Background: an optimization exercise with open tools, aiming at small area and a short achievable clock period. Do not read the settings as production practice. At most, simulation tests tie the RTL to the original design; equivalence was not proved. For run 1, only the layout was checked, not whether the RTL still works.

===== flow/run.sh =====
#!/bin/bash
# synth_recipe.tcl (not shown) runs the flow's synth.tcl, then flattens the netlist and writes it again
# the make line also repeats each setting of config.mk as NAME=value (left out here)
make -C /OpenROAD-flow-scripts/flow DESIGN_CONFIG=/design/flow/config.mk WORK_HOME=/design/flow/orfs CLKGATE_MAP_FILE= SYNTH_SCRIPT=/design/flow/synth_recipe.tcl finish

===== flow/config.mk =====
export PLATFORM = sky130hd
export DESIGN_NAME = lab4_2
export DESIGN_NICKNAME = lab4_2
export VERILOG_FILES = /design/flow/design.v
export SDC_FILE = /design/flow/constraint.sdc
export NUM_CORES = 4
export LEC_CHECK = 0
export CAP_MARGIN = 20
export CORE_MARGIN = 2
export CORE_UTILIZATION = 40
export CTS_BUF_LIST = sky130_fd_sc_hd__clkbuf_16
export CTS_CLUSTER_DIAMETER = 100
export CTS_CLUSTER_SIZE = 22
export SETUP_SLACK_MARGIN = 4.4
export SLEW_MARGIN = 20
export SYNTH_HIERARCHICAL = 1
export SYNTH_MINIMUM_KEEP_SIZE = 0

===== flow/constraint.sdc =====
create_clock -name core_clock -period 8.0 [get_ports {clk}]
set_input_delay 1.6000 -clock core_clock [delete_from_list [all_inputs] [get_ports {clk}]]
set_output_delay 1.6000 -clock core_clock [all_outputs]
set_load 0.01 [all_outputs]

===== flow/design.v =====
`timescale 1ns / 1ps
module lab4_2( 
              input wire      mode,
              input wire[2:0] opCode,
              input wire[3:0] value,
              input clk,
              input reset,
              output reg[9:0] result,
              output reg cacheFull,
              output reg invalidOp,
              output reg overflow);
	reg [9:0] p1;
	reg [4:1] p1_one;
	reg [4:0] p1_two;
	wire [11:0] re = {1'b0, result, 1'b0};
	wire [4:1] r_one;
	wire [4:0] r_two;
	genvar d;
	generate
		for (d = 0; d < 5; d = d + 1) begin : enc
			if (d > 0) assign r_one[d] = re[2*d+1] ^ re[2*d];
			assign r_two[d] = (re[2*d+2] & ~re[2*d+1] & ~re[2*d]) | (~re[2*d+2] & re[2*d+1] & re[2*d]);
		end
	endgenerate
	reg [5:0] j;
	reg       w;
	reg [5:0] size;
	reg [3:0] offset;
	reg [2:0] ops  [0:31];
	reg [3:0] vals [0:31];
	reg [2:0] op;
	reg [3:0] v;
	reg       is_setr;	 
	wire in_ok   = ~(opCode[1] & opCode[0]);
	wire load_ok = ~mode & in_ok & ~size[5];
	wire [31:0] dec = 32'd1 << size[4:0];
	wire [31:0] wen;
	l42_wen wdec (.ld(load_ok), .dec(dec), .en(wen));
	genvar e;
	generate
		for (e = 0; e < 32; e = e + 1) begin : wr
			always @(posedge clk) begin
				if (wen[e]) begin
					ops[e]  <= opCode;
					vals[e] <= value;
				end
			end
		end
	endgenerate
	wire is_add2 = ~op[2] & op[0];
	wire is_fma  = ~op[2] & op[1];
	wire [11:0] sadd = {2'b00, result} + (is_add2 ? {2'b00, p1} : 12'd0) + {8'd0, v};
	wire [10:0] fp, fc;
	l42_mac mac (.a(result), .b(p1), .e_one(p1_one), .e_two(p1_two), .v(v), .p(fp), .c(fc));
	reg big;
	integer m;
	always @(*) begin
		big = 1'b0;
		for (m = 1; m < 10; m = m + 1)
			big = big | ((|(result >> m)) & (|(p1 >> (10 - m))));
	end
	wire [2:0] pc_lo, pc_hi;
	l42_pc5 pcl (.x(result[4:0]), .n(pc_lo));
	l42_pc5 pch (.x(result[9:5]), .n(pc_hi));
	wire [3:0] popc = pc_lo + pc_hi;
	wire [9:0] brev = {result[0], result[1], result[2], result[3], result[4],
	                   result[5], result[6], result[7], result[8], result[9]};
	wire       fsel = mode & is_fma;
	wire [9:0] oth_res = (mode & ~is_setr) ? (op[2] ? (op[0] ? brev : {6'd0, popc}) : sadd[9:0]) : result;
	wire       oth_ovf = mode & (is_setr ? overflow : (~op[2] & (sadd[11] | sadd[10])));
	wire [9:0] res_d;
	wire       ovf_d;
	l42_fin fin (.sel(fsel), .p(fp), .c(fc), .big(big), .o_res(oth_res), .o_ovf(oth_ovf), .res(res_d), .ovf(ovf_d));
	wire [3:0] off_new = is_setr ? v : offset;
	wire [5:0] i_new = w ? {2'b00, off_new} : j;
	wire       off_lt = size[5] | ({1'b0, off_new} < size[4:0]);
	wire       j_lt   = size[5] | (j[4:0] < size[4:0]);
	wire       f_valid = w ? off_lt : j_lt;
	wire [223:0] flat;
	generate
		for (e = 0; e < 32; e = e + 1) begin : rd
			assign flat[7*e +: 7] = {ops[e], vals[e]};
		end
	endgenerate
	wire [6:0] rdq;
	l42_rd rdm (.m(flat), .idx(i_new[4:0]), .q(rdq));
	wire [2:0] f_op = f_valid ? rdq[6:4] : 3'b000;
	wire [3:0] f_v  = f_valid ? rdq[3:0] : 4'b0000;
	wire [5:0] j_new = i_new + 6'd1;
	wire [5:0] s_dec = size - 6'd1;
	wire       w_new = w ? ({2'b00, off_new} == s_dec) : (j == s_dec);
	wire [5:0] s_inc = size + 6'd1;
	always @(posedge clk or posedge reset) begin
		if (reset) begin
			result <= 10'd0; overflow <= 1'b0;
		end else begin
			result <= res_d;
			overflow <= ovf_d;
		end
	end
	always @(posedge clk or posedge reset) begin
		if (reset) begin
			p1 <= 10'd0; p1_one <= 4'd0; p1_two <= 5'd0; j <= 6'd1; w <= 1'b0; size <= 6'd0; offset <= 4'd0;
			cacheFull <= 1'b0; invalidOp <= 1'b0;
			op <= 3'b000; v <= 4'b0000; is_setr <= 1'b0;
		end else if (~mode) begin
			invalidOp <= ~in_ok;
			if (in_ok) begin
				if (size[5]) cacheFull <= 1'b1;
				else begin
					size <= s_inc;
					w <= (j == s_inc);
				end
			end
			if (load_ok && j[4:0] == s_inc[4:0]) begin
				op <= opCode;
				v <= value;
				is_setr <= opCode[2] & opCode[1];
			end
		end else begin
			invalidOp <= 1'b0;
			offset <= off_new;
			j <= j_new;
			w <= w_new;
			op <= f_op;
			v <= f_v;
			is_setr <= f_op[2] & f_op[1];
			if (!is_setr) begin
				p1 <= result;
				p1_one <= r_one;
				p1_two <= r_two;
			end
		end
	end
endmodule
module l42_wen(input wire ld, input wire [31:0] dec, output wire [31:0] en);
	assign en = dec & {32{ld}};
endmodule
module l42_rd(input wire [223:0] m, input wire [4:0] idx, output wire [6:0] q);
	genvar b, g;
	generate
		for (b = 0; b < 7; b = b + 1) begin : rb
			wire [7:0] l1;
			wire [1:0] l2;
			for (g = 0; g < 8; g = g + 1) begin : grp
				l42_m4 m1 (.d({m[7*(4*g+3)+b], m[7*(4*g+2)+b], m[7*(4*g+1)+b], m[7*(4*g)+b]}),
				           .s(idx[1:0]), .y(l1[g]));
			end
			l42_m4 m2a (.d(l1[3:0]), .s(idx[3:2]), .y(l2[0]));
			l42_m4 m2b (.d(l1[7:4]), .s(idx[3:2]), .y(l2[1]));
			assign q[b] = idx[4] ? l2[1] : l2[0];
		end
	endgenerate
endmodule
module l42_m4(input wire [3:0] d, input wire [1:0] s, output wire y);
	assign y = d[s];
endmodule
module l42_fin(input wire sel, input wire [10:0] p, input wire [10:0] c, input wire big,
               input wire [9:0] o_res, input wire o_ovf,
               output wire [9:0] res, output wire ovf);
	wire [10:0] a0, a1;
	assign a0[9:0] = sel ? p[9:0] : o_res;
	assign a1[9:0] = sel ? ~p[9:0] : o_res;
	assign a0[10] = sel ? (big | p[10]) : o_ovf;
	assign a1[10] = sel ? (big | ~p[10]) : o_ovf;
	wire [10:0] y;
	l42_cmux cm (.c(c), .a0(a0), .a1(a1), .y(y));
	assign res = y[9:0];
	assign ovf = y[10];
endmodule
module l42_cmux(input wire [10:0] c, input wire [10:0] a0, input wire [10:0] a1, output wire [10:0] y);
	assign y = (c & a1) | (~c & a0);
endmodule
module l42_pc5(input wire [4:0] x, output reg [2:0] n);
	always @(*) begin
		case (x)
			5'd0: n = 3'd0;
			5'd1, 5'd2, 5'd4, 5'd8, 5'd16: n = 3'd1;
			5'd3, 5'd5, 5'd6, 5'd9, 5'd10, 5'd12, 5'd17, 5'd18, 5'd20, 5'd24: n = 3'd2;
			5'd7, 5'd11, 5'd13, 5'd14, 5'd19, 5'd21, 5'd22, 5'd25, 5'd26, 5'd28: n = 3'd3;
			5'd31: n = 3'd5;
			default: n = 3'd4;
		endcase
	end
endmodule
module l42_mac(input wire [9:0] a, input wire [9:0] b, input wire [4:1] e_one,
               input wire [4:0] e_two, input wire [3:0] v, output wire [10:0] p, output wire [10:0] c);
	wire [10:0] aa = {1'b0, a};
	wire pp0_0;
	l42_pp upp0_0 (.one(b[0]), .two(e_two[0]), .neg(b[1]), .x1(aa[0]), .x0(1'b0), .y(pp0_0));
	wire pp0_1;
	l42_pp upp0_1 (.one(b[0]), .two(e_two[0]), .neg(b[1]), .x1(aa[1]), .x0(aa[0]), .y(pp0_1));
	wire pp0_2;
	l42_pp upp0_2 (.one(b[0]), .two(e_two[0]), .neg(b[1]), .x1(aa[2]), .x0(aa[1]), .y(pp0_2));
	wire pp0_3;
	l42_pp upp0_3 (.one(b[0]), .two(e_two[0]), .neg(b[1]), .x1(aa[3]), .x0(aa[2]), .y(pp0_3));
	wire pp0_4;
	l42_pp upp0_4 (.one(b[0]), .two(e_two[0]), .neg(b[1]), .x1(aa[4]), .x0(aa[3]), .y(pp0_4));
	wire pp0_5;
	l42_pp upp0_5 (.one(b[0]), .two(e_two[0]), .neg(b[1]), .x1(aa[5]), .x0(aa[4]), .y(pp0_5));
	wire pp0_6;
	l42_pp upp0_6 (.one(b[0]), .two(e_two[0]), .neg(b[1]), .x1(aa[6]), .x0(aa[5]), .y(pp0_6));
	wire pp0_7;
	l42_pp upp0_7 (.one(b[0]), .two(e_two[0]), .neg(b[1]), .x1(aa[7]), .x0(aa[6]), .y(pp0_7));
	wire pp0_8;
	l42_pp upp0_8 (.one(b[0]), .two(e_two[0]), .neg(b[1]), .x1(aa[8]), .x0(aa[7]), .y(pp0_8));
	wire pp0_9;
	l42_pp upp0_9 (.one(b[0]), .two(e_two[0]), .neg(b[1]), .x1(aa[9]), .x0(aa[8]), .y(pp0_9));
	wire pp0_10;
	l42_pp upp0_10 (.one(b[0]), .two(e_two[0]), .neg(b[1]), .x1(aa[10]), .x0(aa[9]), .y(pp0_10));
	wire pp1_2;
	l42_pp upp1_2 (.one(e_one[1]), .two(e_two[1]), .neg(b[3]), .x1(aa[0]), .x0(1'b0), .y(pp1_2));
	wire pp1_3;
	l42_pp upp1_3 (.one(e_one[1]), .two(e_two[1]), .neg(b[3]), .x1(aa[1]), .x0(aa[0]), .y(pp1_3));
	wire pp1_4;
	l42_pp upp1_4 (.one(e_one[1]), .two(e_two[1]), .neg(b[3]), .x1(aa[2]), .x0(aa[1]), .y(pp1_4));
	wire pp1_5;
	l42_pp upp1_5 (.one(e_one[1]), .two(e_two[1]), .neg(b[3]), .x1(aa[3]), .x0(aa[2]), .y(pp1_5));
	wire pp1_6;
	l42_pp upp1_6 (.one(e_one[1]), .two(e_two[1]), .neg(b[3]), .x1(aa[4]), .x0(aa[3]), .y(pp1_6));
	wire pp1_7;
	l42_pp upp1_7 (.one(e_one[1]), .two(e_two[1]), .neg(b[3]), .x1(aa[5]), .x0(aa[4]), .y(pp1_7));
	wire pp1_8;
	l42_pp upp1_8 (.one(e_one[1]), .two(e_two[1]), .neg(b[3]), .x1(aa[6]), .x0(aa[5]), .y(pp1_8));
	wire pp1_9;
	l42_pp upp1_9 (.one(e_one[1]), .two(e_two[1]), .neg(b[3]), .x1(aa[7]), .x0(aa[6]), .y(pp1_9));
	wire pp1_10;
	l42_pp upp1_10 (.one(e_one[1]), .two(e_two[1]), .neg(b[3]), .x1(aa[8]), .x0(aa[7]), .y(pp1_10));
	wire pp2_4;
	l42_pp upp2_4 (.one(e_one[2]), .two(e_two[2]), .neg(b[5]), .x1(aa[0]), .x0(1'b0), .y(pp2_4));
	wire pp2_5;
	l42_pp upp2_5 (.one(e_one[2]), .two(e_two[2]), .neg(b[5]), .x1(aa[1]), .x0(aa[0]), .y(pp2_5));
	wire pp2_6;
	l42_pp upp2_6 (.one(e_one[2]), .two(e_two[2]), .neg(b[5]), .x1(aa[2]), .x0(aa[1]), .y(pp2_6));
	wire pp2_7;
	l42_pp upp2_7 (.one(e_one[2]), .two(e_two[2]), .neg(b[5]), .x1(aa[3]), .x0(aa[2]), .y(pp2_7));
	wire pp2_8;
	l42_pp upp2_8 (.one(e_one[2]), .two(e_two[2]), .neg(b[5]), .x1(aa[4]), .x0(aa[3]), .y(pp2_8));
	wire pp2_9;
	l42_pp upp2_9 (.one(e_one[2]), .two(e_two[2]), .neg(b[5]), .x1(aa[5]), .x0(aa[4]), .y(pp2_9));
	wire pp2_10;
	l42_pp upp2_10 (.one(e_one[2]), .two(e_two[2]), .neg(b[5]), .x1(aa[6]), .x0(aa[5]), .y(pp2_10));
	wire pp3_6;
	l42_pp upp3_6 (.one(e_one[3]), .two(e_two[3]), .neg(b[7]), .x1(aa[0]), .x0(1'b0), .y(pp3_6));
	wire pp3_7;
	l42_pp upp3_7 (.one(e_one[3]), .two(e_two[3]), .neg(b[7]), .x1(aa[1]), .x0(aa[0]), .y(pp3_7));
	wire pp3_8;
	l42_pp upp3_8 (.one(e_one[3]), .two(e_two[3]), .neg(b[7]), .x1(aa[2]), .x0(aa[1]), .y(pp3_8));
	wire pp3_9;
	l42_pp upp3_9 (.one(e_one[3]), .two(e_two[3]), .neg(b[7]), .x1(aa[3]), .x0(aa[2]), .y(pp3_9));
	wire pp3_10;
	l42_pp upp3_10 (.one(e_one[3]), .two(e_two[3]), .neg(b[7]), .x1(aa[4]), .x0(aa[3]), .y(pp3_10));
	wire pp4_8;
	l42_pp upp4_8 (.one(e_one[4]), .two(e_two[4]), .neg(b[9]), .x1(aa[0]), .x0(1'b0), .y(pp4_8));
	wire pp4_9;
	l42_pp upp4_9 (.one(e_one[4]), .two(e_two[4]), .neg(b[9]), .x1(aa[1]), .x0(aa[0]), .y(pp4_9));
	wire pp4_10;
	l42_pp upp4_10 (.one(e_one[4]), .two(e_two[4]), .neg(b[9]), .x1(aa[2]), .x0(aa[1]), .y(pp4_10));
	wire pp5_10 = b[9] & aa[0];
	wire s0 = pp0_6 ^ pp1_6;
	wire c0 = pp0_6 & pp1_6;
	wire s1 = pp0_7 ^ pp1_7;
	wire c1 = pp0_7 & pp1_7;
	wire s2 = pp0_8 ^ pp1_8 ^ pp2_8;
	wire c2 = (pp0_8 & pp1_8) | (pp0_8 & pp2_8) | (pp1_8 & pp2_8);
	wire s3 = pp3_8 ^ pp4_8;
	wire c3 = pp3_8 & pp4_8;
	wire s4 = pp0_9 ^ pp1_9 ^ pp2_9;
	wire c4 = (pp0_9 & pp1_9) | (pp0_9 & pp2_9) | (pp1_9 & pp2_9);
	wire s5 = pp3_9 ^ pp4_9;
	wire c5 = pp3_9 & pp4_9;
	wire s6 = pp0_10 ^ pp1_10 ^ pp2_10;
	wire c6 = (pp0_10 & pp1_10) | (pp0_10 & pp2_10) | (pp1_10 & pp2_10);
	wire s7 = pp3_10 ^ pp4_10 ^ pp5_10;
	wire c7 = (pp3_10 & pp4_10) | (pp3_10 & pp5_10) | (pp4_10 & pp5_10);
	wire s8 = pp0_2 ^ pp1_2;
	wire c8 = pp0_2 & pp1_2;
	wire s9 = pp0_3 ^ pp1_3;
	wire c9 = pp0_3 & pp1_3;
	wire s10 = pp0_4 ^ pp1_4 ^ pp2_4;
	wire c10 = (pp0_4 & pp1_4) | (pp0_4 & pp2_4) | (pp1_4 & pp2_4);
	wire s11 = pp0_5 ^ pp1_5;
	wire c11 = pp0_5 & pp1_5;
	wire s12 = s0 ^ pp2_6 ^ pp3_6;
	wire c12 = (s0 & pp2_6) | (s0 & pp3_6) | (pp2_6 & pp3_6);
	wire s13 = s1 ^ pp2_7 ^ pp3_7;
	wire c13 = (s1 & pp2_7) | (s1 & pp3_7) | (pp2_7 & pp3_7);
	wire s14 = s2 ^ s3 ^ b[9];
	wire c14 = (s2 & s3) | (s2 & b[9]) | (s3 & b[9]);
	wire s15 = s4 ^ s5 ^ c2;
	wire c15 = (s4 & s5) | (s4 & c2) | (s5 & c2);
	wire s16 = s6 ^ s7 ^ c4;
	wire c16 = (s6 & s7) | (s6 & c4) | (s7 & c4);
	wire s17 = pp0_0 ^ b[1];
	wire c17 = pp0_0 & b[1];
	wire s18 = pp0_1 ^ v[1];
	wire c18 = pp0_1 & v[1];
	wire s19 = s8 ^ b[3] ^ v[2];
	wire c19 = (s8 & b[3]) | (s8 & v[2]) | (b[3] & v[2]);
	wire s20 = s9 ^ v[3] ^ c8;
	wire c20 = (s9 & v[3]) | (s9 & c8) | (v[3] & c8);
	wire s21 = s10 ^ b[5] ^ c9;
	wire c21 = (s10 & b[5]) | (s10 & c9) | (b[5] & c9);
	wire s22 = s11 ^ pp2_5 ^ c10;
	wire c22 = (s11 & pp2_5) | (s11 & c10) | (pp2_5 & c10);
	wire s23 = s12 ^ b[7] ^ c11;
	wire c23 = (s12 & b[7]) | (s12 & c11) | (b[7] & c11);
	wire s24 = s13 ^ c0 ^ c12;
	wire c24 = (s13 & c0) | (s13 & c12) | (c0 & c12);
	wire s25 = s14 ^ c1 ^ c13;
	wire c25 = (s14 & c1) | (s14 & c13) | (c1 & c13);
	wire s26 = s15 ^ c3 ^ c14;
	wire c26 = (s15 & c3) | (s15 & c14) | (c3 & c14);
	wire s27 = s16 ^ c5 ^ c15;
	wire c27 = (s16 & c5) | (s16 & c15) | (c5 & c15);
	wire [10:0] x = {s27, s26, s25, s24, s23, s22, s21, s20, s19, s18, s17};
	wire [10:0] y = {c26, c25, c24, c23, c22, c21, c20, c19, c18, c17, v[0]};
	l42_add11 add (.x(x), .y(y), .p(p), .c(c));
endmodule
module l42_add11(input wire [10:0] x, input wire [10:0] y, output wire [10:0] p, output wire [10:0] c);
	wire [10:0] g0 = x & y;
	wire [10:0] p0 = x ^ y;
	wire g1_1 = g0[1] | (p0[1] & g0[0]);
	wire p1_1 = p0[1] & p0[0];
	wire g1_3 = g0[3] | (p0[3] & g0[2]);
	wire p1_3 = p0[3] & p0[2];
	wire g1_5 = g0[5] | (p0[5] & g0[4]);
	wire p1_5 = p0[5] & p0[4];
	wire g1_7 = g0[7] | (p0[7] & g0[6]);
	wire p1_7 = p0[7] & p0[6];
	wire g1_9 = g0[9] | (p0[9] & g0[8]);
	wire p1_9 = p0[9] & p0[8];
	wire g2_2 = g0[2] | (p0[2] & g1_1);
	wire p2_2 = p0[2] & p1_1;
	wire g2_3 = g1_3 | (p1_3 & g1_1);
	wire p2_3 = p1_3 & p1_1;
	wire g2_6 = g0[6] | (p0[6] & g1_5);
	wire p2_6 = p0[6] & p1_5;
	wire g2_7 = g1_7 | (p1_7 & g1_5);
	wire p2_7 = p1_7 & p1_5;
	wire g2_10 = g0[10] | (p0[10] & g1_9);
	wire p2_10 = p0[10] & p1_9;
	wire g3_4 = g0[4] | (p0[4] & g2_3);
	wire p3_4 = p0[4] & p2_3;
	wire g3_5 = g1_5 | (p1_5 & g2_3);
	wire p3_5 = p1_5 & p2_3;
	wire g3_6 = g2_6 | (p2_6 & g2_3);
	wire p3_6 = p2_6 & p2_3;
	wire g3_7 = g2_7 | (p2_7 & g2_3);
	wire p3_7 = p2_7 & p2_3;
	wire g4_8 = g0[8] | (p0[8] & g3_7);
	wire p4_8 = p0[8] & p3_7;
	wire g4_9 = g1_9 | (p1_9 & g3_7);
	wire p4_9 = p1_9 & p3_7;
	wire g4_10 = g2_10 | (p2_10 & g3_7);
	wire p4_10 = p2_10 & p3_7;
	assign p = p0;
	assign c[0] = 1'b0;
	assign c[1] = g0[0];
	assign c[2] = g1_1;
	assign c[3] = g2_2;
	assign c[4] = g2_3;
	assign c[5] = g3_4;
	assign c[6] = g3_5;
	assign c[7] = g3_6;
	assign c[8] = g3_7;
	assign c[9] = g4_8;
	assign c[10] = g4_9;
endmodule
module l42_pp(input wire one, input wire two, input wire neg, input wire x1, input wire x0, output wire y);
	assign y = ((one & x1) | (two & x0)) ^ neg;
endmodule

==> out/qor.yml, run 1 <==
seq_area_mm2: 0.00821
portBuffers: 22
fin_skew_ps: 22.7
critPathSlowestCell: "nor2_2"
area_growth_pct: 11.1
synth_edf_count: 224
wl_per_cell_um: 22.8
critPathBufInv: 2
die_w_um: 200
drtPass1Iterations: 7
syn_inst: 1103
core-area_mm2: 0.0378
synth_common_cells: "edfxtp_1, nand2_1, mux4_2"
synth_most_common_cell: "edfxtp_1"
worst-setup-path-type: "in2reg"
max_slew_margin_pct: 34.1
vias_per_cell: 5.60
yosysUniqueCellTypes: 79
fin_util_pct: 45.3
rsz0062_at_grt: "yes"
cts_hold_buf: 0
cp_common_cell: "nand2_1"
start_util_pct: 40.7
hpwl_um: 23800
synth_top_area_cell: "edfxtp_1"
worst_ep_arrival_time_ps: 3870
die_y_um: 200
row_count: 71
num_vias: 9408
critPathCaptureType: "flip-flop"
ys_seq_area_share_pct: 53.0
clock.fmax_ghz: 0.274
synth_top_area_share_pct: 43.7
cts.sinks: 281
drc_errors: 0
multi_input_area_mm2: 0.00690
tightest_slew_ps: 987
setup_violations: 0
grt_pass1_vias: 9232
dr_wl_met2_um: 18800
ctsHtreeMaxLevel: 1
layout-drive-gt1-share_pct: 25.4
outcome: "finished clean"
clockRootBuffer: "clkbuf_16"
synth_seq_cells: 281
highest_layer: "met4"
fillers: 3360
hold_violations: 0
grt_max_degree: 60
cp-start-kind: "primary input"
cp_top_family: "simple AND/OR/NAND/NOR gates"
required_ps: 8210
maxCapViolCount: 0
fin_crit_ps: 3650
finalSetupTns_ps: 0
die_area_mm2: 0.0400
cp_cell_sequence: "clkdlybuf4s50_1 -> buf_4 -> nand2_1 -> nand2_1 -> nor2_2 -> and2_2"
drtAntennaViolNets: 0
ys_top_cells_by_area: "edfxtp_1, mux4_2, dfrtp_1"
grt_overflow: 0
clkSlewWorstSetupHoldPaths_ps: 100
hp-class: "reg2reg"
antenna_found_initial: 0
clkLatencyLatePin_ps: 520
nets: 1257
met3_length_um: 1930
grt.total_usage_pct: 18.9
ys_warn_count: 10
finalCritPeriodShare_pct: 45.7
wl_met1_um: 16600
async_flop_share_pct: 20.3
dr.first_iter.drc_count: 833
synth.avg_cell_area_um2: 13.9
cts_made_buffers: 16
synth_area_mm2: 0.0154
grt_pass1_wl_um: 58400
finalMaxSlewViolations: 0
routed_wl_um: 38400
synthFlopType: "edfxtp_1"
diodes: 0
io-pin-count: 23
place_congestion: 0.789
clockBufferDepth: 3
cpPeakStageDelay_ps: 790
cts_tree: "done"
cp_max_fo: 35
==> final cells by class <==
type	instances	share of cell area [%]
clock buffers	17	2.49
clock inverters	11	0.315
inverters	67	1.47
multi-input cells	722	40.4
flip-flops and latches	281	48.1
well taps	511	3.74
repair buffers	72	3.54
==> timing repair <==
action	CTS	global route
hold endpoints to repair	0	0
resized for setup	36	7
buffers inserted	40	0
endpoints found under the setup margin	17	26
cloned	0	1
pin swaps	15	3
==> Yosys stat by module, one instance, submodules excluded <==
module | copies in the design | flops+latches
lab4_2 | 1 | 281
l42_mac | 1 | 0
l42_add11 | 1 | 0
l42_wen | 1 | 0
l42_fin | 1 | 0
l42_pc5 | 2 | 0
l42_cmux | 1 | 0
l42_rd | 1 | 0
l42_m4 | 70 | 0
l42_pp | 35 | 0
==> cells by family (layout without fill, tap and decap cells) <==
logic type	Yosys count	in the layout	synth area share (%)
mux	108	108	13.5
simple gates	260	261	8.52
fa+ha+maj	87	87	8.10
compound gates	184	184	9.23
buf+inv	106	167	3.20
other cells	2	7	0.0488
flops	281	281	53.0
xor+xnor	75	75	4.36
==> registers in the layout (all words and copies together) (netlist names) <==
register	cells
p1	10
v	4
j	6
vals	128
cacheFull	1
offset	4
ops	96
invalidOp	1
p1_one	4
w	1
result	10
size	6
op	3
overflow	1
p1_two	5
is_setr	1
==> per-stage QoR <==
step,hold slack (ps),instances,instance area [um2],setup slack [ps]
3_5_place_dp,500,1612,16100,3670
5_1_grt,547,1681,17100,4290
2_1_floorplan,457,1108,15500,3880
4_1_cts,529,1680,17100,4390
3_3_place_gp,499,1612,16100,3700
6_report,527,1681,17100,4350
==> final timing paths <==
check	startpoint	end	slack (ps)	cells past startpoint
max	opCode[0]	vals[17][0]	4350	6
min reg2reg	offset[0]	offset[0]	530	2
min in group asynchronous	reset	result[3]	1690	3
max reg2reg	p1[0]	result[9]	4390	13
min	offset[0]	offset[0]	530	2
max in group asynchronous	reset	result[9]	5700	3
==> worst register-to-register path, cell delays in order, from the launching register on <==
cell	delay, ps
dfrtp_4	550
a22oi_2	210
xnor2_1	100
ha_1	290
inv_2	40
fa_1	480
fa_1	520
inv_2	50
ha_4	250
buf_12	120
a221oi_4	310
o21ai_2	100
a21o_1	200
mux2_4	290
==> metal layers <==
metal | global-route usage [%] | vias up
met5 | 0 | -
met4 | 5.14 | 0
met3 | 1.94 | 60
met2 | 31.6 | 300
met1 | 26.4 | 4808
li1 | - | 4240
==> cells in the final DEF (no fill, tap or decap), types with 12 or more instances in the layout <==
cell and count:
mux4_2 70, a21oi_1 34, mux2_4 21, nand2_1 84, a22oi_2 35, clkdlybuf4s50_1 17, nand2b_1 13, dfrtp_1 34
nor2_1 64, buf_4 46, clkbuf_16 17, ha_1 61, xnor2_1 62, xor2_1 12, fa_1 20, nand3_1 15
and2_2 32, inv_1 72, edfxtp_1 224, o21ai_1 12, dfrtp_4 13, o21ai_0 38
==> inputs of run 2 (changes only) <==
--- a/flow/design.v
+++ b/flow/design.v
@@ -33,9 +33,8 @@
 	reg       is_setr;	 
 	wire in_ok   = ~(opCode[1] & opCode[0]);
 	wire load_ok = ~mode & in_ok & ~size[5];
-	wire [31:0] dec = 32'd1 << size[4:0];
 	wire [31:0] wen;
-	l42_wen wdec (.ld(load_ok), .dec(dec), .en(wen));
+	l42_wen wdec (.ld(load_ok), .sz(size[4:0]), .en(wen));
 	genvar e;
 	generate
 		for (e = 0; e < 32; e = e + 1) begin : wr
@@ -133,8 +132,18 @@
 		end
 	end
 endmodule
-module l42_wen(input wire ld, input wire [31:0] dec, output wire [31:0] en);
-	assign en = dec & {32{ld}};
+module l42_wen(input wire ld, input wire [4:0] sz, output wire [31:0] en);
+	wire [3:0] grp = 4'd1 << sz[4:3];
+	wire [7:0] low = 8'd1 << sz[2:0];
+	wire [3:0] lg;
+	l42_and4 ga (.a(grp), .b(ld), .y(lg));
+	l42_and32 gb (.a({{8{lg[3]}}, {8{lg[2]}}, {8{lg[1]}}, {8{lg[0]}}}), .b({4{low}}), .y(en));
+endmodule
+module l42_and4(input wire [3:0] a, input wire b, output wire [3:0] y);
+	assign y = a & {4{b}};
+endmodule
+module l42_and32(input wire [31:0] a, input wire [31:0] b, output wire [31:0] y);
+	assign y = a & b;
 endmodule
 module l42_rd(input wire [223:0] m, input wire [4:0] idx, output wire [6:0] q);
 	genvar b, g;
--- a/flow/config.mk
+++ b/flow/config.mk
@@ -11,7 +11,7 @@
 export CTS_BUF_LIST = sky130_fd_sc_hd__clkbuf_16
 export CTS_CLUSTER_DIAMETER = 100
 export CTS_CLUSTER_SIZE = 22
-export SETUP_SLACK_MARGIN = 4.4
+export SETUP_SLACK_MARGIN = 4.7
 export SLEW_MARGIN = 20
 export SYNTH_HIERARCHICAL = 1
 export SYNTH_MINIMUM_KEEP_SIZE = 0
==> run 2 against run 1 <==
Setup slack improved by 57 ps. Sequential share of layout area fell by 1.3 points. Synthesized cell count down 1.9%. Clock skew fell by 6.2 ps. First-iteration DRC count decreased by 6.8%. Wire length shrank 3.8%. Non-clock buffer count increased by 29. Count of clock-buffer cells in the layout unchanged. Register-to-register slack barely moved.
==> out/qor.yml, run 2 <==
core-area_mm2: 0.0377  # was 0.0378 mm2
io-pin-count: 23  # unchanged
start_util_pct: 40.6  # was 40.7%
clkLatencyLatePin_ps: 510  # was 520 ps
num_vias: 9214  # was 9,408
area_growth_pct: 15.0  # was 11.1%
synth.avg_cell_area_um2: 14.1  # was 13.9 um2
worst-setup-path-type: "reg2reg"  # was in2reg
final_cell_mix: "edfxtp_1, nand2_1, mux4_2, inv_1, buf_4"  # was edfxtp_1, nand2_1, inv_1, mux4_2, nor2_1
die_w_um: 200  # about the same
async_flop_share_pct: 20.3  # unchanged
vias_per_cell: 5.46  # was 5.60
regMostFlops: "vals"  # unchanged
fin_crit_ps: 3600  # was 3650 ps
clockBufferDepth: 3  # unchanged
required_ps: 8410  # was 8210 ps
drc_errors: 0  # unchanged
synth_top_area_share_pct: 44.0  # was 43.7%
grt.total_usage_pct: 18.7  # was 18.9%
hpwl_um: 22600  # was 23,800 um
synth_most_common_cell: "edfxtp_1"  # unchanged
row_count: 71  # unchanged
drtPass1Iterations: 5  # was 7
grt_overflow: 0  # unchanged
maxCapViolCount: 0  # unchanged
cp-start-kind: "flip-flop"  # was primary input
fillers: 3395  # was 3,360
outcome: "finished clean"  # unchanged
dr.first_iter.drc_count: 776  # was 833
diodes: 0  # unchanged
setup_violations: 0  # unchanged
place_congestion: 0.793  # was 0.789
grt_max_degree: 59  # was 60
max_slew_margin_pct: 24.3  # was 34.1%
ys_seq_area_share_pct: 53.3  # was 53.0%
ys_top_cells_by_area: "edfxtp_1, mux4_2, dfrtp_1"  # unchanged
clockRootBuffer: "clkbuf_16"  # unchanged
largest_register_ffs: 128  # unchanged
cp_max_fo: 6  # was 35
critPathCaptureType: "flip-flop"  # unchanged
reg_top3: "vals (128), ops (96)"  # unchanged
yosysUniqueCellTypes: 75  # was 79
hp-class: "reg2reg"  # unchanged
clkSlewWorstSetupHoldPaths_ps: 100  # about the same
fin_hold_ws_ps: 505  # was 527 ps
routed_wl_um: 36900  # was 38,400 um
antenna_found_initial: 0  # unchanged
synth_area_mm2: 0.0153  # was 0.0154 mm2
drtAntennaViolNets: 0  # unchanged
finalCritPeriodShare_pct: 45.0  # was 45.7%
worst_ep_arrival_time_ps: 4000  # was 3870 ps
finalSetupTns_ps: 0  # unchanged
die_y_um: 200  # about the same
synth_edf_count: 224  # unchanged
layout-drive-gt1-share_pct: 31.0  # was 25.4%
clock.fmax_ghz: 0.278  # was 0.274 GHz
tightest_slew_ps: 1130  # was 987 ps
die_area_mm2: 0.0398  # was 0.0400 mm2
cts_tree: "done"  # unchanged
ys_warn_count: 10  # unchanged
cts_hold_buf: 0  # unchanged
synthFlopType: "edfxtp_1"  # unchanged
synth_common_cells: "edfxtp_1, nand2_1, inv_1, mux4_2, xnor2_1"  # was edfxtp_1, nand2_1, mux4_2
grt_pass1_wl_um: 56200  # was 58,400 um
synth_seq_cells: 281  # unchanged
ctsHtreeMaxLevel: 1  # unchanged
hold_violations: 0  # unchanged
syn_inst: 1082  # was 1,103
layout_commonest_cell: "edfxtp_1"  # unchanged
cts.sinks: 281  # unchanged
nets: 1261  # was 1,257
synth_top_area_cell: "edfxtp_1"  # unchanged
portBuffers: 22  # unchanged
finalMaxSlewViolations: 0  # unchanged
cts_made_buffers: 17  # was 16
grt_pass1_vias: 9178  # was 9,232
fin_skew_ps: 16.5  # was 22.7 ps
wl_per_cell_um: 21.9  # was 22.8 um
rsz0062_at_grt: "yes"  # unchanged
run 2: cell count changes in the layout (fill, tap and decap cells not counted), sizes merged, moves of 7 or more:
cell   previous run  this run
a31oi             4        12
and2             42        49
buf              53        78
nand2            85        72
nand3            17         9
nor2             66        40
nor2b             2         9
run 2: final timing paths:
check | startpoint | end | slack (ps) | cells past startpoint
worst min register to register | cacheFull | cacheFull | 500 | 1
max in group asynchronous | reset | p1[1] | 5770 | 3
worst max-delay path | p1[0] | result[9] | 4400 | 13
worst min-delay path | cacheFull | cacheFull | 500 | 1
worst max register to register | p1[0] | result[9] | 4400 | 13
min in group asynchronous | reset | j[3] | 1630 | 3
run 2: cells by family (layout without fill, tap and decap cells):
group / Yosys count / after routing / share of synthesized area (%)
flops: 281 / 281 / 53.3
simple gates: 238 / 239 / 8.12
compound gates: 182 / 182 / 9.11
mux: 113 / 113 / 13.9
buf+inv: 110 / 198 / 3.40
fa+ha+maj: 82 / 82 / 7.74
xor+xnor: 74 / 74 / 4.33
other cells: 2 / 7 / 0.0491
run 2: metal layers:
| metal | share of wire, % | up-vias | GRT usage [%] |
|---|---|---|---|
| li1 | - | 4224 | - |
| met1 | 45 | 4695 | 26.3 |
| met2 | 49 | 249 | 31.9 |
| met3 | 4.8 | 46 | 1.74 |
| met4 | 2.1 | 0 | 3.10 |
| met5 | 0 | - | 0 |
run 2: through the flow:
step / util, % / std cells / cell area [um2] / worst slack (ps)
4_1_cts: 45.6 / 1665 / 17200 / 4370
3_5_place_dp: 42.8 / 1596 / 16100 / 3650
6_report: 46.7 / 1687 / 17600 / 4400
2_1_floorplan: - / 1087 / 15400 / 4010
5_1_grt: 46.7 / 1687 / 17600 / 4270
3_3_place_gp: 42.8 / 1596 / 16100 / 3690
run 2: layout make-up:
type	count	area [um2]	share of cell area, %
clock buffers	17	425	2.42
repair buffers	101	953	5.42
clock inverters	9	85.1	0.484
multi-input cells	697	6990	39.8
flip-flops and latches	281	8220	46.7
well taps	511	639	3.64
inverters	71	274	1.56
run 2: timing repair:
item / CTS / global route
setup buffers: 43 / 20
gates resized for setup: 93 / 66
gates cloned: 0 / 2
endpoints found under the hold margin: 0 / 0
setup endpoints to repair: 253 / 245
pin swaps: 11 / 45
run 2: Yosys stat by module (local to each module, per instance):
module / flip-flops and latches / cell area, um2
l42_m4: 0 / 22.5
lab4_2: 281 / 10800
l42_pp: 0 / 21.3
l42_rd: 0 / 116
l42_and32: 0 / 200
l42_and4: 0 / 25.0
l42_fin: 0 / 243
l42_wen: 0 / 87.6
l42_pc5: 0 / 185
l42_add11: 0 / 374
l42_cmux: 0 / 165
l42_mac: 0 / 593
run 2: critical path, cell delays in order, from the launching register on:
cell and delay, ps:
dfrtp_4 550, a22oi_2 220, xnor2_1 140, ha_1 240, inv_1 60, fa_1 430
fa_1 540, inv_2 50, ha_4 230, and2_4 160, a221oi_4 270, o21ai_2 100
a21o_1 210, mux2_4 300
==> inputs of run 3 (changes only) <==
--- a/flow/config.mk
+++ b/flow/config.mk
@@ -11,7 +11,7 @@
 export CTS_BUF_LIST = sky130_fd_sc_hd__clkbuf_16
 export CTS_CLUSTER_DIAMETER = 100
 export CTS_CLUSTER_SIZE = 22
-export SETUP_SLACK_MARGIN = 4.7
+export SETUP_SLACK_MARGIN = 4.2
 export SLEW_MARGIN = 20
 export SYNTH_HIERARCHICAL = 1
 export SYNTH_MINIMUM_KEEP_SIZE = 0
==> run 3 against run 2 <==
Still clean. Global-route usage fell by 1.1 points. Hold slack worse by 40 ps. Maximum frequency shrank 2.1%. Final cell count shrank 1.8%. Design area is 3.5% lower. Register-to-register slack got worse by 80 ps. Via count down 4.0%. Synthesized cell count is the same.
==> out/qor.yml, run 3 <==
stdcell_area_mm2: 0.0170  # was 0.0176 mm2
cp-start-kind: "flip-flop"  # unchanged
cp_cell_sequence: "buf_4 -> a22oi_2 -> xnor2_1 -> ha_1 -> inv_1 -> fa_1 -> inv_1 -> fa_1 -> ha_4 -> and2_4 -> nand3_2 -> o211a_1 -> nor3_4 -> mux2_4"  # was a22oi_2 -> xnor2_1 -> ha_1 -> inv_1 -> fa_1 -> fa_1 -> inv_2 -> ha_4 -> and2_4 -> a221oi_4 -> o21ai_2 -> a21o_1 -> mux2_4
finalCritPeriodShare_pct: 45.9  # was 45.0%
drc_errors: 0  # unchanged
regMostFlops: "vals"  # unchanged
grt.total_usage_pct: 17.6  # was 18.7%
grt_pass1_wl_um: 53300  # was 56,200 um
start_util_pct: 40.6  # unchanged
vias_per_cell: 5.34  # was 5.46
clock.fmax_ghz: 0.272  # was 0.278 GHz
cts_made_buffers: 17  # unchanged
synth_seq_cells: 281  # unchanged
grt_pass1_vias: 8853  # was 9,178
hold_violations: 0  # unchanged
grtUsageMet1_pct: 25.1  # was 26.3%
grt_overflow: 0  # unchanged
setup_violations: 0  # unchanged
setup_slack_ps: 4330  # was 4400 ps
largest_register_ffs: 128  # unchanged
synth_most_common_cell: "edfxtp_1"  # unchanged
worst-setup-path-type: "reg2reg"  # unchanged
num_vias: 8841  # was 9,214
clkSlewWorstSetupHoldPaths_ps: 90  # was 100 ps
io-pin-count: 23  # unchanged
fillers: 3414  # was 3,395
pre_cts_slack_ps: 3120  # was 3650 ps
hp-class: "reg2reg"  # unchanged
fin_skew_ps: 14.8  # was 16.5 ps
synth_edf_count: 224  # unchanged
critPathSlowestCell: "fa_1"  # was dfrtp_4
synth_top_area_share_pct: 44.0  # unchanged
layout-drive-gt1-share_pct: 22.6  # was 31.0%
ys_seq_area_share_pct: 53.3  # unchanged
routed_wl_um: 33900  # was 36,900 um
antenna_found_initial: 0  # unchanged
cpPeakStageDelay_ps: 480  # was 550 ps
grt_use_met3_pct: 1.59  # was 1.74%
critPathCaptureType: "flip-flop"  # unchanged
die_y_um: 200  # unchanged
grt_max_degree: 59  # unchanged
area_growth_pct: 11.0  # was 15.0%
rsz0062_at_grt: "no"  # was yes
ys_top_cells_by_area: "edfxtp_1, mux4_2, dfrtp_1"  # unchanged
maxCapViolCount: 0  # unchanged
synthFlopType: "edfxtp_1"  # unchanged
async_flop_share_pct: 20.3  # unchanged
drtAntennaViolNets: 0  # unchanged
dr.first_iter.drc_count: 609  # was 776
dpl-instance-area_mm2: 0.0160  # was 0.0161 mm2
row_count: 71  # unchanged
syn_inst: 1082  # unchanged
max_slew_margin_pct: 38.3  # was 24.3%
ys_warn_count: 10  # unchanged
dp_cells: 1595  # was 1,596
die_w_um: 200  # unchanged
tightest_slew_ps: 924  # was 1130 ps
required_ps: 8380  # was 8410 ps
layout_commonest_cell: "edfxtp_1"  # unchanged
ctsHtreeMaxLevel: 1  # unchanged
synth_common_cells: "edfxtp_1, nand2_1, inv_1, mux4_2, xnor2_1"  # unchanged
yosysUniqueCellTypes: 75  # unchanged
use_met2_pct: 29.2  # was 31.9%
die_area_mm2: 0.0398  # unchanged
core-area_mm2: 0.0377  # unchanged
nets: 1228  # was 1,261
cts.sinks: 281  # unchanged
clockRootBuffer: "clkbuf_16"  # unchanged
synth_top_area_cell: "edfxtp_1"  # unchanged
clkLatencyLatePin_ps: 500  # was 510 ps
hpwl_um: 22100  # was 22,600 um
cts_tree: "done"  # unchanged
wl_per_cell_um: 20.5  # was 21.9 um
place_congestion: 0.812  # was 0.793
portBuffers: 22  # unchanged
clockBufferDepth: 3  # unchanged
finalSetupTns_ps: 0  # unchanged
multi_input_area_mm2: 0.00680  # was 0.00699 mm2
drtPass1Iterations: 5  # unchanged
diodes: 0  # unchanged
worst_ep_arrival_time_ps: 4050  # was 4000 ps
synth.avg_cell_area_um2: 14.1  # unchanged
final_cell_mix: "edfxtp_1, inv_1, nand2_1, mux4_2, xnor2_1"  # was edfxtp_1, nand2_1, mux4_2, inv_1, buf_4
reg_top3: "vals (128), ops (96)"  # unchanged
seq_area_mm2: 0.00820  # was 0.00822 mm2
finalMaxSlewViolations: 0  # unchanged
synth_area_mm2: 0.0153  # unchanged
outcome: "finished clean"  # unchanged
fin_crit_ps: 3670  # was 3600 ps
cp_max_fo: 5  # was 6
finalNonFillerCells: 1657  # was 1,687
busiest_layer: "met2"  # unchanged
## run 3: cell counts after synthesis
No cell type changed its count.
## run 3: cell families (layout without fill, tap and decap cells)
group / after synthesis / in the layout / synth area share (%)
flip-flops: 281 / 281 / 53.3
AND/OR/NAND/NOR: 238 / 238 / 8.12
AO/OA/AOI/OAI: 182 / 182 / 9.11
multiplexers: 113 / 113 / 13.9
buffers and inverters: 110 / 169 / 3.40
adder cells (fa/ha/maj): 82 / 82 / 7.74
XOR/XNOR: 74 / 74 / 4.33
other: 2 / 7 / 0.0491
## run 3: final cells by class
class | count | share of cell area, %
sequential | 281 | 48.3
clock buffer | 17 | 2.51
inverter | 71 | 1.57
timing repair buffer | 69 | 3.40
tap | 511 | 3.77
multi-input combinational | 696 | 40.0
clock inverter | 12 | 0.413
## run 3: final timing paths
| path | depth (start not counted) | endpoint | slack [ps] | from |
|---|---|---|---|---|
| hold / removal | 1 | cacheFull | 470 | cacheFull |
| setup reg to reg | 14 | overflow | 4330 | p1_one[1] |
| max in group asynchronous | 3 | result[6] | 5760 | reset |
| hold reg to reg | 1 | cacheFull | 470 | cacheFull |
| min in group asynchronous | 3 | invalidOp | 1630 | reset |
| setup / recovery | 14 | overflow | 4330 | p1_one[1] |
## run 3: routing by layer
metal / up-vias / part of all wire (%)
li1: 4158 / -
met4: 0 / 2.2
met3: 39 / 3.2
met2: 164 / 48
met1: 4480 / 46
met5: - / 0
## run 3: modules after synthesis, one instance, submodules excluded
module	flip-flops and latches	times used	area (um2)
l42_rd	0	1	116
l42_pc5	0	2	185
l42_cmux	0	1	165
l42_and32	0	1	200
lab4_2	281	1	10800
l42_mac	0	1	593
l42_add11	0	1	374
l42_and4	0	1	25.0
l42_m4	0	70	22.5
l42_fin	0	1	243
l42_pp	0	35	21.3
l42_wen	0	1	87.6
## run 3: metrics by stage
stage	utilization (%)	hold slack [ps]
2_1_floorplan	-	464
3_3_place_gp	42.6	441
3_5_place_dp	42.6	449
4_1_cts	44.5	470
5_1_grt	45.1	481
6_report	45.1	465
## run 3: critical path, delay by kind of cell (launching register included)
family                     cells  cell delay (ps)
muxes                          1              320
buffers and inverters          3              260
and+or+nand+nor                3              430
adders and majority gates      4             1550
xor gates and xnor gates       1               90
AOI/OAI and AO/OA              2              450
DFF                            1              470
## run 3: repair_timing
item / CTS / global route
setup endpoints to repair: 243 / 96
gates cloned: 0 / 0
hold buffers: 0 / 0
pin swaps: 0 / 14
setup buffers: 16 / 17
resized for setup: 33 / 20
==> inputs of run 4 (changes only) <==
--- a/flow/config.mk
+++ b/flow/config.mk
@@ -11,7 +11,8 @@
 export CTS_BUF_LIST = sky130_fd_sc_hd__clkbuf_16
 export CTS_CLUSTER_DIAMETER = 100
 export CTS_CLUSTER_SIZE = 22
-export SETUP_SLACK_MARGIN = 4.2
+export SETUP_SLACK_MARGIN = 4.4
 export SLEW_MARGIN = 20
 export SYNTH_HIERARCHICAL = 1
 export SYNTH_MINIMUM_KEEP_SIZE = 0
+export TNS_END_PERCENT = 10
==> run 4 against run 3 <==
Sequential share of layout area down 0.55 points. Clock skew up 0.55 ps. Die area unchanged. Highest routed layer unchanged.
==> out/qor.yml, run 4 <==
maxCapViolCount: 0  # unchanged
synth-compound-area-share_pct: 9.11  # unchanged
worst_ep_arrival_time_ps: 4010  # was 4050 ps
hpwl_um: 22100  # about the same
wl_per_cell_um: 20.8  # was 20.5 um
critPathCaptureType: "flip-flop"  # unchanged
cp-start-kind: "flip-flop"  # unchanged
clockRootBuffer: "clkbuf_16"  # unchanged
drc_errors: 0  # unchanged
yosysUniqueCellTypes: 75  # unchanged
vias_per_cell: 5.33  # was 5.34
clockBufferDepth: 3  # unchanged
grt_max_degree: 59  # unchanged
clock.fmax_ghz: 0.276  # was 0.272 GHz
layout-drive-gt1-share_pct: 23.6  # was 22.6%
tightest_slew_ps: 950  # was 924 ps
ys_warn_count: 10  # unchanged
worst-setup-path-type: "reg2reg"  # unchanged
routed_wl_um: 34600  # was 33,900 um
synth_simple_gate_area_share_pct: 8.12  # unchanged
synth.avg_cell_area_um2: 14.1  # unchanged
setup_violations: 0  # unchanged
outcome: "finished clean"  # unchanged
ctsHtreeMaxLevel: 1  # unchanged
synthFlopType: "edfxtp_1"  # unchanged
fillers: 3407  # was 3,414
synth_seq_cells: 281  # unchanged
reg_top3: "vals (128), ops (96)"  # unchanged
muxShareOfSynthArea_pct: 13.9  # unchanged
ys_top_cells_by_area: "edfxtp_1, mux4_2, dfrtp_1"  # unchanged
synth_top_family_by_area: "multiplexers"  # unchanged
place_congestion: 0.832  # was 0.812
grt_pass1_wl_um: 52600  # was 53,300 um
nets: 1238  # was 1,228
area_growth_pct: 12.2  # was 11.0%
critPathSlowestCell: "dfrtp_4"  # was fa_1
clkSlewWorstSetupHoldPaths_ps: 90  # about the same
cts_tree: "done"  # unchanged
largest_register_ffs: 128  # unchanged
synth_xor_area_share_pct: 4.33  # unchanged
cpPeakStageDelay_ps: 540  # was 480 ps
core-area_mm2: 0.0377  # unchanged
synth_top_area_share_pct: 44.0  # unchanged
layout_commonest_cell: "edfxtp_1"  # unchanged
start_util_pct: 40.6  # unchanged
cp_cell_sequence: "a22oi_2 -> xnor2_1 -> ha_1 -> inv_1 -> fa_1 -> inv_1 -> fa_1 -> ha_4 -> and2_4 -> nand3_4 -> o211a_1 -> nor3_2 -> mux2_4"  # was buf_4 -> a22oi_2 -> xnor2_1 -> ha_1 -> inv_1 -> fa_1 -> inv_1 -> fa_1 -> ha_4 -> and2_4 -> nand3_2 -> o211a_1 -> nor3_4 -> mux2_4
dr.first_iter.drc_count: 603  # was 609
fin_skew_ps: 15.3  # was 14.8 ps
synth_area_mm2: 0.0153  # unchanged
portBuffers: 22  # unchanged
grt_pass1_vias: 8678  # was 8,853
cp_max_fo: 6  # was 5
die_w_um: 200  # unchanged
synth_edf_count: 224  # unchanged
drtPass1Iterations: 5  # unchanged
clkLatencyLatePin_ps: 510  # was 500 ps
ys_seq_area_share_pct: 53.3  # unchanged
timing.reg2reg.setup_slack_ps: 4380  # was 4330 ps
syn_inst: 1082  # unchanged
row_count: 71  # unchanged
io-pin-count: 23  # unchanged
fin_hold_ws_ps: 462  # was 465 ps
num_vias: 8891  # was 8,841
rsz0062_at_grt: "yes"  # was no
finalCritPeriodShare_pct: 45.3  # was 45.9%
cts.sinks: 281  # unchanged
fin_crit_ps: 3620  # was 3670 ps
finalMaxSlewViolations: 0  # unchanged
final_cell_mix: "edfxtp_1, inv_1, nand2_1, mux4_2, xnor2_1"  # unchanged
synth_fa_ha_area_share_pct: 7.74  # unchanged
synth_common_cells: "edfxtp_1, nand2_1, inv_1, mux4_2, xnor2_1"  # unchanged
synth_top_area_cell: "edfxtp_1"  # unchanged
hp-class: "reg2reg"  # unchanged
diodes: 0  # unchanged
cts_made_buffers: 17  # unchanged
grt_overflow: 0  # unchanged
finalSetupTns_ps: 0  # unchanged
required_ps: 8390  # was 8380 ps
drtAntennaViolNets: 0  # unchanged
die_y_um: 200  # unchanged
hold_violations: 0  # unchanged
synth_most_common_cell: "edfxtp_1"  # unchanged
max_slew_margin_pct: 36.5  # was 38.3%
antenna_found_initial: 0  # unchanged
async_flop_share_pct: 20.3  # unchanged
grt.total_usage_pct: 17.5  # was 17.6%
regMostFlops: "vals"  # unchanged
die_area_mm2: 0.0398  # unchanged
fin_util_pct: 45.5  # was 45.1%
## run 4: routing by layer
metal | routed length (um) | vias to the layer above | track usage [%]
li1 | - | 4180 | -
met1 | 15600 | 4534 | 24.4
met5 | 0 | - | 0
met4 | 581 | 0 | 3.16
met2 | 17200 | 144 | 29.8
met3 | 1220 | 33 | 1.89
## run 4: worst paths after layout
kind,startpoint,end,depth (start not counted)
max,result[6],overflow,13
max reg2reg,result[6],overflow,13
min reg2reg,cacheFull,cacheFull,1
min,cacheFull,cacheFull,1
max in group asynchronous,reset,p1_two[0],3
min in group asynchronous,reset,w,3
## run 4: logic make-up after synthesis
family / after synthesis
AO/OA/AOI/OAI: 182
multiplexers: 113
adder cells (fa/ha/maj): 82
other: 2
XOR/XNOR: 74
buffers and inverters: 110
flip-flops: 281
AND/OR/NAND/NOR: 238
## run 4: modules after synthesis (local to each module, per instance), a selection
module / cells inside / cell area, um2 / copies in the design / flops+latches
l42_pc5: 23 / 185 / 2 / 0
l42_pp: 2 / 21.3 / 35 / 0
l42_cmux: 11 / 165 / 1 / 0
lab4_2: 675 / 10800 / 1 / 281
l42_fin: 46 / 243 / 1 / 0
l42_wen: 12 / 87.6 / 1 / 0
## run 4: final cells by class
class	count	area (um2)	area share [%]
Tap cell	511	639	3.73
Sequential cell	281	8190	47.8
Inverter	71	267	1.55
Clock buffer	17	425	2.48
Timing Repair Buffer	79	759	4.43
Clock inverter	13	73.8	0.430
Multi-Input combinational cell	696	6790	39.6
## run 4: what timing repair did
| item | 4_1_cts | 5_1_grt |
|---|---|---|
| gates cloned | 1 | 1 |
| endpoints found under the hold margin | 0 | 0 |
| hold buffers | 0 | 0 |
| setup endpoints to repair | 244 | 209 |
| pin swaps | 14 | 17 |
| buffers inserted | 22 | 15 |
| gates resized for setup | 40 | 20 |
## run 4: stage by stage
stage | cells | setup slack, ps | instance area [um2]
final | 1668 | 4380 | 17100
after detailed placement | 1599 | 3640 | 16100
after CTS | 1652 | 4290 | 16900
after floorplan | 1087 | 4010 | 15300
after global routing | 1668 | 4280 | 17100
after global placement | 1599 | 3690 | 16100
## run 4: critical path, delay by kind of cell (launching register included)
family          cells  cell delay, ps
compound gates      2             450
xor+xnor            1              90
fa+ha+maj           4            1540
buf+inv             2             100
flops               1             540
mux                 1             310
simple gates        3             470
==> inputs of run 5 (changes only) <==
--- a/flow/config.mk
+++ b/flow/config.mk
@@ -7,7 +7,7 @@
 export LEC_CHECK = 0
 export CAP_MARGIN = 20
 export CORE_MARGIN = 2
-export CORE_UTILIZATION = 40
+export CORE_UTILIZATION = 50
 export CTS_BUF_LIST = sky130_fd_sc_hd__clkbuf_16
 export CTS_CLUSTER_DIAMETER = 100
 export CTS_CLUSTER_SIZE = 22
@@ -15,4 +15,3 @@
 export SLEW_MARGIN = 20
 export SYNTH_HIERARCHICAL = 1
 export SYNTH_MINIMUM_KEEP_SIZE = 0
-export TNS_END_PERCENT = 10
==> run 5 against run 4 <==
Register-to-register slack better by 50 ps. Via count is 3.8% higher. Critical path type unchanged. Clock skew increased by 15 ps. Die area is 20% lower. Count of clock-buffer cells in the layout unchanged. Maximum frequency increased by 1.5%. Global-route usage up 5.9 points.
==> out/qor.yml, run 5 <==
outcome: "finished clean"  # unchanged
cp-start-kind: "flip-flop"  # unchanged
muxShareOfSynthArea_pct: 13.9  # unchanged
routed_wl_um: 36400  # was 34,600 um
finalSetupTns_ps: 0  # unchanged
diodes: 0  # unchanged
wl_met1_um: 16300  # was 15,600 um
drc_errors: 0  # unchanged
worst-setup-path-type: "reg2reg"  # unchanged
tightest_slew_ps: 972  # was 950 ps
core-area_mm2: 0.0303  # was 0.0377 mm2
hp-class: "reg2reg"  # unchanged
dr.first_iter.drc_count: 833  # was 603
synth_simple_gate_area_share_pct: 8.12  # unchanged
clkLatencyLatePin_ps: 510  # about the same
synth_common_cells: "edfxtp_1, nand2_1, inv_1, mux4_2, xnor2_1"  # unchanged
yosysUniqueCellTypes: 75  # unchanged
worst_ep_arrival_time_ps: 3950  # was 4010 ps
syn_inst: 1082  # unchanged
ys_seq_area_share_pct: 53.3  # unchanged
die_area_mm2: 0.0320  # was 0.0398 mm2
ctsHtreeMaxLevel: 1  # unchanged
highest_layer: "met4"  # unchanged
synthFlopType: "edfxtp_1"  # unchanged
critPathCaptureType: "flip-flop"  # unchanged
maxCapViolCount: 0  # unchanged
synth_top_area_share_pct: 44.0  # unchanged
synth-compound-area-share_pct: 9.11  # unchanged
fillers: 2411  # was 3,407
cts_made_buffers: 17  # unchanged
setup_violations: 0  # unchanged
place_congestion: 0.798  # was 0.832
hpwl_um: 23200  # was 22,100 um
wl_per_cell_um: 23.4  # was 20.8 um
die_w_um: 179  # was 200 um
ys_top_cells_by_area: "edfxtp_1, mux4_2, dfrtp_1"  # unchanged
nets: 1241  # was 1,238
layout-drive-gt1-share_pct: 24.5  # was 23.6%
dr_wl_met2_um: 17600  # was 17,200 um
cts.sinks: 281  # unchanged
stdcell_area_mm2: 0.0170  # was 0.0171 mm2
drtPass1Iterations: 5  # unchanged
synth_area_mm2: 0.0153  # unchanged
regMostFlops: "vals"  # unchanged
required_ps: 8390  # about the same
clock.fmax_ghz: 0.280  # was 0.276 GHz
start_util_pct: 50.4  # was 40.6%
drtAntennaViolNets: 0  # unchanged
synth_edf_count: 224  # unchanged
async_flop_share_pct: 20.3  # unchanged
hold_violations: 0  # unchanged
finalMaxSlewViolations: 0  # unchanged
cts_hold_buf: 0  # unchanged
synth_top_area_cell: "edfxtp_1"  # unchanged
clkSlewWorstSetupHoldPaths_ps: 90  # about the same
synth_seq_cells: 281  # unchanged
cts_tree: "done"  # unchanged
rsz0062_at_grt: "yes"  # unchanged
fin_crit_ps: 3570  # was 3620 ps
grt_overflow: 0  # unchanged
grt_max_degree: 59  # unchanged
layout_commonest_cell: "edfxtp_1"  # unchanged
dp_cells: 1481  # was 1,599
synth.avg_cell_area_um2: 14.1  # unchanged
finalNonFillerCells: 1555  # was 1,668
grt_pass1_wl_um: 55300  # was 52,600 um
clockBufferDepth: 3  # unchanged
final_cell_mix: "edfxtp_1, inv_1, nand2_1, mux4_2, xnor2_1"  # unchanged
clockRootBuffer: "clkbuf_16"  # unchanged
seq_area_mm2: 0.00821  # was 0.00819 mm2
max_slew_margin_pct: 35.1  # was 36.5%
grt.total_usage_pct: 23.3  # was 17.5%
finalCritPeriodShare_pct: 44.6  # was 45.3%
num_vias: 9231  # was 8,891
dpl-instance-area_mm2: 0.0159  # was 0.0161 mm2
vias_per_cell: 5.94  # was 5.33
portBuffers: 22  # unchanged
synth_fa_ha_area_share_pct: 7.74  # unchanged
met3_length_um: 1810  # was 1220 um
reg_top3: "vals (128), ops (96)"  # unchanged
antenna_found_initial: 1  # was 0
cp_max_fo: 6  # unchanged
ys_warn_count: 10  # unchanged
fin_skew_ps: 30.3  # was 15.3 ps
row_count: 64  # was 71
synth_xor_area_share_pct: 4.33  # unchanged
grt_pass1_vias: 9012  # was 8,678
die_y_um: 179  # was 200 um
area_growth_pct: 11.2  # was 12.2%
io-pin-count: 23  # unchanged
synth_most_common_cell: "edfxtp_1"  # unchanged
synth_top_family_by_area: "multiplexers"  # unchanged
largest_register_ffs: 128  # unchanged
multi_input_area_mm2: 0.00683  # was 0.00679 mm2
-- run 5: cell counts after synthesis --
No cell type changed its count.
-- run 5: final cells by class --
| cell class | instances | share of cell area (%) |
|---|---|---|
| tap | 396 | 2.91 |
| timing repair buffer | 82 | 4.03 |
| multi-input combinational | 696 | 40.2 |
| clock inverter | 12 | 0.537 |
| clock buffer | 17 | 2.50 |
| sequential | 281 | 48.3 |
| inverter | 71 | 1.57 |
-- run 5: what timing repair did --
action	CTS	global route
setup endpoints to repair	231	235
pin swaps	15	11
setup buffers	27	18
gates cloned	0	0
resized for setup	33	21
-- run 5: cells by family (layout without fill, tap and decap cells) --
logic type,Yosys count,after routing
and+or+nand+nor,238,238
xor gates and xnor gates,74,74
AOI/OAI and AO/OA,182,182
adders and majority gates,82,82
muxes,113,113
DFF,281,281
buffers and inverters,110,182
other,2,7
-- run 5: worst max-delay path: stages (launching register included) --
cell	delay, ps
dfrtp_4	550
a22oi_2	190
xnor2_1	90
ha_1	290
inv_1	70
fa_1	420
fa_1	500
inv_2	50
ha_4	230
buf_4	150
a221oi_4	290
o21ai_2	110
a21o_1	190
mux2_4	290
-- run 5: final timing paths --
| kind | from | end | slack (ps) | depth (start not counted) |
|---|---|---|---|---|
| worst max-delay path | p1[0] | result[9] | 4430 | 13 |
| worst min-delay path | cacheFull | cacheFull | 490 | 1 |
| worst max register to register | p1[0] | result[9] | 4430 | 13 |
| worst min register to register | cacheFull | cacheFull | 490 | 1 |
| max in group asynchronous | reset | result[8] | 5720 | 3 |
| min in group asynchronous | reset | size[1] | 1630 | 3 |
-- run 5: per-stage QoR --
| step | util (%) | hold slack [ps] | worst slack (ps) |
|---|---|---|---|
| floorplan | - | 464 | 4010 |
| global placement | 52.5 | 464 | 3680 |
| detailed placement | 52.6 | 459 | 3640 |
| CTS | 55.3 | 494 | 4400 |
| global route | 56.0 | 500 | 4310 |
| finish | 56.0 | 494 | 4430 |
-- run 5: layer usage --
| layer | track usage, % | up-vias |
|---|---|---|
| met4 | 5.25 | 0 |
| met2 | 38.6 | 258 |
| met5 | 0 | - |
| met3 | 2.54 | 43 |
| li1 | - | 4187 |
| met1 | 33.4 | 4743 |
-- run 5: modules after synthesis, one instance, submodules excluded, a selection --
module	cells inside	area [um2]	flops+latches	times used
lab4_2	675	10800	281	1
l42_mac	59	593	0	1
l42_add11	49	374	0	1
l42_fin	46	243	0	1
l42_and32	32	200	0	1
l42_pc5	23	185	0	2
l42_cmux	11	165	0	1
l42_rd	8	116	0	1
l42_wen	12	87.6	0	1
l42_m4	1	22.5	0	70
l42_pp	2	21.3	0	35

==> static timing again, ports no longer ideal <==
Ports are ideal in the flow. The routed layouts listed here were re-timed in OpenROAD.
Step 1: set_driving_cell puts a clkbuf_16 on clk and a buf_2 on each other input, an assumption about the parent block.
Step 2, shift: input delay + t, output delay - t, t = (earliest + latest rising clock arrival at the registers) / 2. This alone moves slack from input paths to output paths.
a / b / c = ideal ports / drivers / drivers and shift; a / b = the first two.
run | shift t [ns] | setup slack, ns | slew at the worst register clock pin (ns)
run 1 | 0.560 | 4.347 / 4.377 / 3.816 | 0.10 / 0.10
run 2 | 0.553 | 4.404 / 4.404 / 4.037 | 0.10 / 0.10
run 3 | 0.536 | 4.326 / 4.326 / 3.911 | 0.09 / 0.09
run 4 | 0.550 | 4.378 / 4.378 / 3.906 | 0.09 / 0.09
run 5 | 0.540 | 4.433 / 4.433 / 3.929 | 0.09 / 0.09
After both steps every run listed still meets setup and hold. For run 1, which loses most, drivers alone change the setup slack by +0.030 ns; drivers and shift together by -0.531 ns.
